This is an optimization exercise on Yosys and OpenROAD, whose aim is small area, a short achievable clock period and few clock cycles, not a production implementation. Only simulation tests tie the RTL to the original design; equivalence was not proved. No activity file was given, so power comes from the tool's default toggle rates.

**design/flow/config.mk**
```make
export PLATFORM = sky130hd
export DESIGN_NAME = stack_cpu
export DESIGN_NICKNAME = stack_cpu
export VERILOG_FILES = /design/flow/design.v
export SDC_FILE = /design/flow/constraint.sdc
export NUM_CORES = 4
export LEC_CHECK = 0
export CAP_MARGIN = 20
export CORE_MARGIN = 2
export CORE_UTILIZATION = 40
export PLACE_DENSITY = 0.6
export SLEW_MARGIN = 20
```
**design/flow/constraint.sdc**
```tcl
create_clock -name core_clock -period 12.0 [get_ports {clk}]
set_input_delay 2.4000 -clock core_clock [delete_from_list [all_inputs] [get_ports {clk}]]
set_output_delay 2.4000 -clock core_clock [all_outputs]
set_load 0.01 [all_outputs]
```
**design/flow/design.v**
```verilog
`timescale 1ns / 1ps
module stack
(
	clk,
	we,      
	waddr,
	wdata,
	raddr,
	rdata
);
parameter CPU_BIT_WIDTH = 32;
parameter DEPTH = 14;
input clk;
input we;
input [3:0] waddr;
input [CPU_BIT_WIDTH-1:0] wdata;
input [3:0] raddr;
output [CPU_BIT_WIDTH-1:0] rdata;
reg [CPU_BIT_WIDTH-1:0] mem [0:DEPTH-1];
integer i;
always @(posedge clk) begin
	for (i = 0; i < DEPTH; i = i + 1)
		if (we && waddr == i) mem[i] <= wdata;
end
assign rdata = (raddr < DEPTH) ? mem[raddr] : {CPU_BIT_WIDTH{1'b0}};
endmodule
`timescale 1ns / 1ps
module stack_cpu
(
	clk,  
	rst,  
	inst,  
	inst_ready,  
	inst_complete,  
	pc_next,  
	mem_we,  
	mem_addr,  
	mem_wdata,  
	mem_rdata  
);
input clk;
input rst;
input [31:0] inst;
input inst_ready;
output inst_complete;
output reg [31:0] pc_next;
output mem_we;
output [7:0] mem_addr;
output [31:0] mem_wdata;
input [31:0] mem_rdata;
localparam OP_SC = 5'd1, OP_SL = 5'd2, OP_SS = 5'd3, OP_SCMP = 5'd4,
           OP_SSLT = 5'd5, OP_JMP = 5'd6, OP_JZ = 5'd7, OP_JNZ = 5'd8,
           OP_SCALL = 5'd9, OP_SRTN = 5'd10, OP_SLAA = 5'd11, OP_ALLOC = 5'd12,
           OP_DEALLOC = 5'd13, OP_SADD = 5'd15, OP_SSUB = 5'd16, OP_SMULT = 5'd17;
reg COMPARE;
reg [31:0] next_open_mem;
reg [31:0] sframe;  
reg [4:0] op;
reg [26:0] cst;
reg [1:0] st;  
reg [3:0] argc;  
reg [31:0] T, N;
reg tv, nv;
reg [3:0] top;  
wire arr_empty = (top == 4'd15);
wire [31:0] R;
reg [31:0] P;
wire is_sc = (op == OP_SC);
wire is_sl = (op == OP_SL);
wire is_ss = (op == OP_SS);
wire is_scmp = (op == OP_SCMP);
wire is_sslt = (op == OP_SSLT);
wire is_j = (op == OP_JMP) || (op == OP_JZ) || (op == OP_JNZ) || (op == OP_DEALLOC);
wire is_scall = (op == OP_SCALL);
wire is_srtn = (op == OP_SRTN);
wire is_slaa = (op == OP_SLAA);
wire is_alloc = (op == OP_ALLOC);
wire is_sadd = (op == OP_SADD);
wire is_ssub = (op == OP_SSUB);
wire is_smult = (op == OP_SMULT);
wire needs_n = is_ss || is_scmp || is_sslt || is_sadd || is_ssub || is_smult || (is_srtn && st == 2'd0);
wire use_sub = is_ssub || is_sslt;
wire [32:0] alu = {1'b0, T} + {1'b0, N ^ {32{use_sub}}} + {32'd0, use_sub};
wire t_lt_n = ~alu[32];
wire t_eq_n = (T == N);
wire [31:0] msum = P + (T & {32{N[0]}}) + ({T[30:0], 1'b0} & {32{N[1]}})
                 + ({T[29:0], 2'b0} & {32{N[2]}}) + ({T[28:0], 3'b0} & {32{N[3]}});
wire mlast = (N[31:4] == 28'd0);
reg fin;
always @(*) begin
	fin = 1'b1;
	if (is_sl) fin = (st == 2'd1);
	else if (is_ss || is_scmp || is_sslt || is_sadd || is_ssub) fin = nv;
	else if (is_smult) fin = (st == 2'd1);
	else if (is_scall) fin = (st == 2'd1) ? (T[3:0] == 4'd0) : (st == 2'd2) ? (argc == 4'd0) : 1'b0;
	else if (is_srtn) fin = (st == 2'd2);
end
assign inst_complete = fin;
wire take = fin && inst_ready;
wire wr_ss = is_ss && nv;
assign mem_we = wr_ss || is_scall;
assign mem_addr = is_scall ? next_open_mem[7:0] : (is_srtn && st == 2'd0) ? N[7:0] : T[7:0];
assign mem_wdata = wr_ss ? N : (is_scall && st == 2'd0) ? sframe : T;
reg s_push, s_pop1, s_pop2, s_pop1_keep, s_refill, s_set;
reg [31:0] s_val;
reg mstep;
always @(*) begin
	s_push = 1'b0; s_pop1 = 1'b0; s_pop2 = 1'b0; s_pop1_keep = 1'b0;
	s_refill = 1'b0; s_set = 1'b0; s_val = 32'd0; mstep = 1'b0;
	if (needs_n && !nv) s_refill = 1'b1;
	else case (op)
	OP_SC: begin s_push = 1'b1; s_val = {5'd0, cst}; end
	OP_SLAA: begin s_push = 1'b1; s_val = sframe + 32'd2 + {5'd0, cst}; end
	OP_ALLOC: begin s_push = 1'b1; s_val = 32'd0; end
	OP_SL: begin
		if (st == 2'd1) begin s_set = 1'b1; s_val = mem_rdata; end
	end
	OP_SS, OP_SCMP, OP_SSLT: s_pop2 = 1'b1;
	OP_SADD, OP_SSUB: begin s_pop1_keep = 1'b1; s_val = alu[31:0]; end
	OP_SMULT: begin
		if (st == 2'd0) mstep = 1'b1;
		else begin s_pop1_keep = 1'b1; s_val = P; end
	end
	OP_JMP, OP_JZ, OP_JNZ, OP_DEALLOC: s_pop1 = 1'b1;
	OP_SCALL: begin
		if (st == 2'd0) s_pop1 = 1'b1;
		else if (fin) begin s_set = 1'b1; s_val = sframe; end
		else s_pop1 = 1'b1;
	end
	OP_SRTN: begin
		if (st == 2'd0) s_pop2 = 1'b1;
		else if (st == 2'd1) s_pop1 = 1'b1;
	end
	default: ;
	endcase
end
wire arr_we = s_push && tv && nv && !rst;
wire [3:0] arr_waddr = top + 4'd1;
stack cpu_stack(
	.clk(clk),
	.we(arr_we),
	.waddr(arr_waddr),
	.wdata(N),
	.raddr(top),
	.rdata(R)
);
reg [31:0] t_next;
always @(*) begin
	t_next = T;
	if (s_push || s_set) t_next = s_val;
	else if (s_pop1_keep) t_next = s_val;
	else if (s_pop1) t_next = nv ? N : R;
	else if (s_pop2) t_next = R;
	else if (mstep) t_next = {T[27:0], 4'd0};
end
wire c_next = is_scmp && nv ? t_eq_n : is_sslt && nv ? t_lt_n : COMPARE;
wire [4:0] iop = inst[31:27];
wire jump = (iop == OP_JMP) || (iop == OP_SCALL) || (iop == OP_JZ && !c_next) || (iop == OP_JNZ && c_next);
wire [31:0] pc_inc = pc_next + 32'd1;
always @(posedge clk) begin
	if (rst) begin
		pc_next <= 32'd0;
		op <= 5'd0;
		st <= 2'd0;
		COMPARE <= 1'b0;
		next_open_mem <= 32'd0;
		sframe <= 32'd0;
		tv <= 1'b0;
		nv <= 1'b0;
		top <= 4'd15;
	end
	else begin
		if (take) begin
			op <= iop;
			cst <= inst[26:0];
			pc_next <= jump ? t_next : pc_inc;
			if (iop == OP_SCALL) sframe <= pc_inc;
		end
		else if (fin) op <= 5'd0;
		if (fin) st <= 2'd0;
		else if (!(needs_n && !nv) && !(is_smult && st == 2'd0 && !mlast)) st <= st + ((st == 2'd2) ? 2'd0 : 2'd1);
		COMPARE <= c_next;
		T <= t_next;
		if (s_push) begin
			tv <= 1'b1;
			if (tv) begin
				N <= T;
				nv <= 1'b1;
				if (nv) top <= top + 4'd1;
			end
		end
		else if (s_pop1) begin
			if (nv) begin
				if (!arr_empty) begin N <= R; top <= top - 4'd1; end
				else nv <= 1'b0;
			end
			else if (!arr_empty) top <= top - 4'd1;
			else tv <= 1'b0;
		end
		else if (s_pop1_keep) begin
			if (!arr_empty) begin N <= R; top <= top - 4'd1; end
			else nv <= 1'b0;
		end
		else if (s_pop2) begin
			nv <= 1'b0;
			if (!arr_empty) top <= top - 4'd1;
			else tv <= 1'b0;
		end
		else if (s_refill) begin
			N <= R;
			nv <= 1'b1;
			if (!arr_empty) top <= top - 4'd1;
		end
		else if (mstep && !mlast) N <= {4'd0, N[31:4]};
		if (wr_ss && (T >= next_open_mem)) next_open_mem <= T + 32'd1;
		if (is_scall) begin
			next_open_mem <= next_open_mem + 32'd1;
			if (st == 2'd0) sframe <= next_open_mem;
			if (st == 2'd1) argc <= T[3:0] - 4'd1;
			else argc <= argc - 4'd1;
		end
		if (is_srtn && st == 2'd0 && nv) next_open_mem <= N;
		if (is_srtn && st == 2'd1) begin
			pc_next <= mem_rdata;
			sframe <= T;
		end
	end
end
always @(posedge clk) begin
	if (rst) P <= 32'd0;
	else if (mstep) P <= msum;
	else P <= 32'd0;
end
endmodule
```
**design/flow/run.sh**
```bash
#!/bin/bash
# synth_recipe.tcl (not shown) runs the flow's synth.tcl, then flattens the netlist and writes it again
# the make line also repeats each setting of config.mk as NAME=value (left out here)
make -C /OpenROAD-flow-scripts/flow DESIGN_CONFIG=/design/flow/config.mk WORK_HOME=/design/flow/orfs CLKGATE_MAP_FILE= SYNTH_SCRIPT=/design/flow/synth_recipe.tcl finish
```
==> summary.txt <==
## per-stage QoR
stage	setup slack [ns]	cells	util [%]	hold WS, ns	instance area [um^2]
5_1_grt	4.82	5494	45.8	0.568	47500
2_1_floorplan	6.85	4024	-	0.470	41800
6_report	5.12	5495	45.8	0.539	47500
3_3_place_gp	5.86	5349	43.2	0.502	44800
4_1_cts	5.13	5494	45.8	0.533	47500
3_5_place_dp	5.81	5349	43.2	0.521	44800
## per-layer routing
| metal | GRT usage (%) | vias to the layer above | part of all wire, % |
|---|---|---|---|
| li1 | - | 15201 | - |
| met5 | 0 | - | 0.014 |
| met3 | 4.74 | 331 | 9.6 |
| met1 | 39.8 | 17220 | 41 |
| met2 | 46.0 | 1886 | 45 |
| met4 | 11.3 | 4 | 4.3 |
## layout make-up
cell class	count	area (um^2)	area share [%]
repair buffers	263	2320	4.89
inverters	91	342	0.720
flip-flops and latches	685	19200	40.3
diodes	1	2.50	0.00527
clock inverters	53	602	1.27
multi-input cells	2930	21200	44.8
well taps	1380	1730	3.64
clock buffers	92	2080	4.38
## cells in the final DEF, fill, tap and decap left out, types with 18 or more instances in the layout
cell,instances
o31ai_1,18
a22oi_1,105
mux2_2,20
nor3_1,59
o211ai_1,43
a221oi_1,52
nor2b_1,28
nand2_1,396
a41oi_1,21
nand2b_1,22
o21ai_0,204
o21ai_1,19
and3_1,50
fa_1,90
clkdlybuf4s50_1,139
buf_4,124
mux2i_1,136
a31oi_1,40
inv_1,90
a211oi_1,67
o221ai_1,20
xor2_1,62
and2_1,131
ha_1,172
a22o_1,29
nor2_1,226
clkbuf_16,80
a21oi_1,232
a21o_1,55
a222oi_1,61
edfxtp_1,543
nand3_1,88
xnor2_1,139
dfxtp_1,139
nand4_1,36
## where the power goes
group          total [mW]  internal, mW  switching [mW]
logic                2.56         0.991            1.57
clock network        2.52          1.45            1.07
registers            2.90          2.70           0.196
total                7.98          5.14            2.84
## registers in the layout, indices dropped and copies added (netlist names), 2 cells and up
signal,cells
cpu_stack.mem,448
N,32
P,32
T,32
next_open_mem,32
pc_next,32
sframe,32
cst,27
op,5
argc,4
top,4
st,2
## worst max-delay path, cell delays in order, from the launching register on
cell and delay [ns]:
dfxtp_1 0.66, nor2b_1 0.63, nand2_2 0.15, nor2_4 0.12, buf_4 0.50, buf_4 0.70, mux2i_1 0.16, o21ai_0 0.25
clkdlybuf4s50_1 0.59
## logic make-up after synthesis
| logic type | after synthesis | synth area share, % |
|---|---|---|
| AND/OR/NAND/NOR | 1164 | 13.6 |
| adder cells (fa/ha/maj) | 262 | 9.46 |
| XOR/XNOR | 201 | 4.21 |
| flip-flops | 685 | 45.8 |
| AO/OA/AOI/OAI | 1144 | 19.0 |
| buffers and inverters | 409 | 3.99 |
| multiplexers | 159 | 3.90 |
## worst max path at each step
stage,startpoint,end,slack (ns)
CTS,op[0]$_SDFFE_PP0P_,mem_wdata[0],5.13
detailed placement,op[0]$_SDFFE_PP0P_,mem_wdata[0],5.81
global route,op[0]$_SDFFE_PP0P_,mem_wdata[7],4.82
global placement,op[0]$_SDFFE_PP0P_,mem_wdata[1],5.86
floorplan,inst_ready,pc_next[0]$_SDFFE_PP0P_,6.85
finish,op[0]$_SDFFE_PP0P_,mem_wdata[2],5.12
==> metrics.yaml <==
run_status:
  status: "finished clean"
timing:
  setup_violations: 0
  fin_setup_tns_ns: 0
  drv_slew: 0
  finalHoldViolations: 0
  skew_ns: 0.0296
  fin_crit_sh_pct: 57.3
  min_period_ns: 6.88
  max_slew_margin_pct: 20.7
  tightest_slew_ns: 1.19
  fmax_mhz: 145
  rsz0062_at_grt: "no"
clocking:
  clkTransAtPathRegs_ns: 0.06
  cts_buffers: 79
  cts_resized: 0
  cts_root_buf: "clkbuf_16"
  hold_buffers: 0
  cts_tree: "done"
  cts_sinks: 685
  clockBufferDepth: 3
  clkLatencyLatePin_ns: 0.66
  cts_htree_levels: 3
  post_cts_buffers: 0
power_and_ir_drop:
  vdd_drop_max_v: 0.000113
  p_leak_nw: 16.8
  p_per_area_nw_per_um2: 168
  total_power_mw: 7.98
critical_path:
  cp.required_ns: 9.60
  cp_max_fo: 50
  r2r_setup_slack_ns: 5.64
  end_kind: "output pin"
  r2r-start: "op[4]$_SDFFE_PP0P_"
  path_class: "reg2out"
  arrival_ns: 4.48
  start_kind: "flip-flop"
  ff2ff_path_depth: 17
  r2r_end: "pc_next[26]$_SDFFE_PP0P_"
die:
  die_w_um: 327
  fp.dieH_um: 327
  core_area_um2: 104000
  die_area_um2: 107000
  start_util_pct: 40.3
  std_cell_rows: 118
  ios: 141
global_route:
  grt_overflow: 0
  grt_use_total_pct: 29.0
  grt_max_degree: 67
  grt_pass1_wl_um: 230000
  antenna_found_initial: 3
  grt_pass1_vias: 33325
cells_and_area:
  finalNetCount: 4379
  area_delta_synth_final_pct: 13.5
  post_route_cells_drive_above_1_share_pct: 8.53
  fill_cells: 9711
hold_path:
  hold_end: "next_open_mem[28]$_SDFFE_PP0P_"
  hold_depth: 2
  hold_start: "next_open_mem[28]$_SDFFE_PP0P_"
  hold_class: "reg2reg"
routing:
  drt_first_pass_iters: 8
  wl_um: 159000
  viasPerCell: 6.30
  drt-wirelength-per-cell_um: 28.9
  drt-initial-drc-count: 4102
  vias: 34642
  drc: 0
  drtAntennaViolNets: 0
yosys:
  synth.distinct_cells: 100
  yosys_most_used_dff: "edfxtp_1"
  ys_top_cells_by_count: "edfxtp_1, nand2_1, clkbuf_1, nor2_1, a21oi_1"
  netlist_instances: 4024
  avgSynthCellArea_um2: 10.4
  synth_area_um2: 41800
  ys_seq_area_share_pct: 45.8
  ys.warnings.count: 3
  synth_area_leaders: "edfxtp_1, dfxtp_1, ha_1"
  synth-seq-cells: 685
  yosysMostFrequentCell: "edfxtp_1"
  synth_nets: 4353
  yosys.area.top_type_share_pct: 39.0
  async_flop_share_pct: 0
  synth.largest_area_cell: "edfxtp_1"
  synth-edff-count: 543
placed_design:
  gp_congestion: 0.964
  port_buffers: 140
  place_hpwl_um: 107000
flow_run:
  drv_cap: 0
Testbench counts, summed over its fixed seeds: cycles 23,973.

-- port drivers added, routing unchanged --
Ports are ideal in the flow. The routed layout listed here was re-timed in OpenROAD. Step 1 assumes that a clkbuf_16 drives the clock port and a buf_2 every other input. Step 2 moves the port delays by t, midway between the first and last clock arrival at a register: inputs arrive t later, outputs are due t later. That takes back most of the time a late clock gives input paths. a / b / c = ideal ports / drivers / drivers and shift; a / b = the first two.
shift t [ns]: 0.721
setup WS [ns]: 5.121 / 5.049 / 5.642
worst setup path after step 2: register to register
worst data-port slew with drivers (ns): 0.07
After both steps setup and hold are still met in this run. The setup slack of this run moves by -0.072 ns with the drivers and by +0.521 ns with both steps.
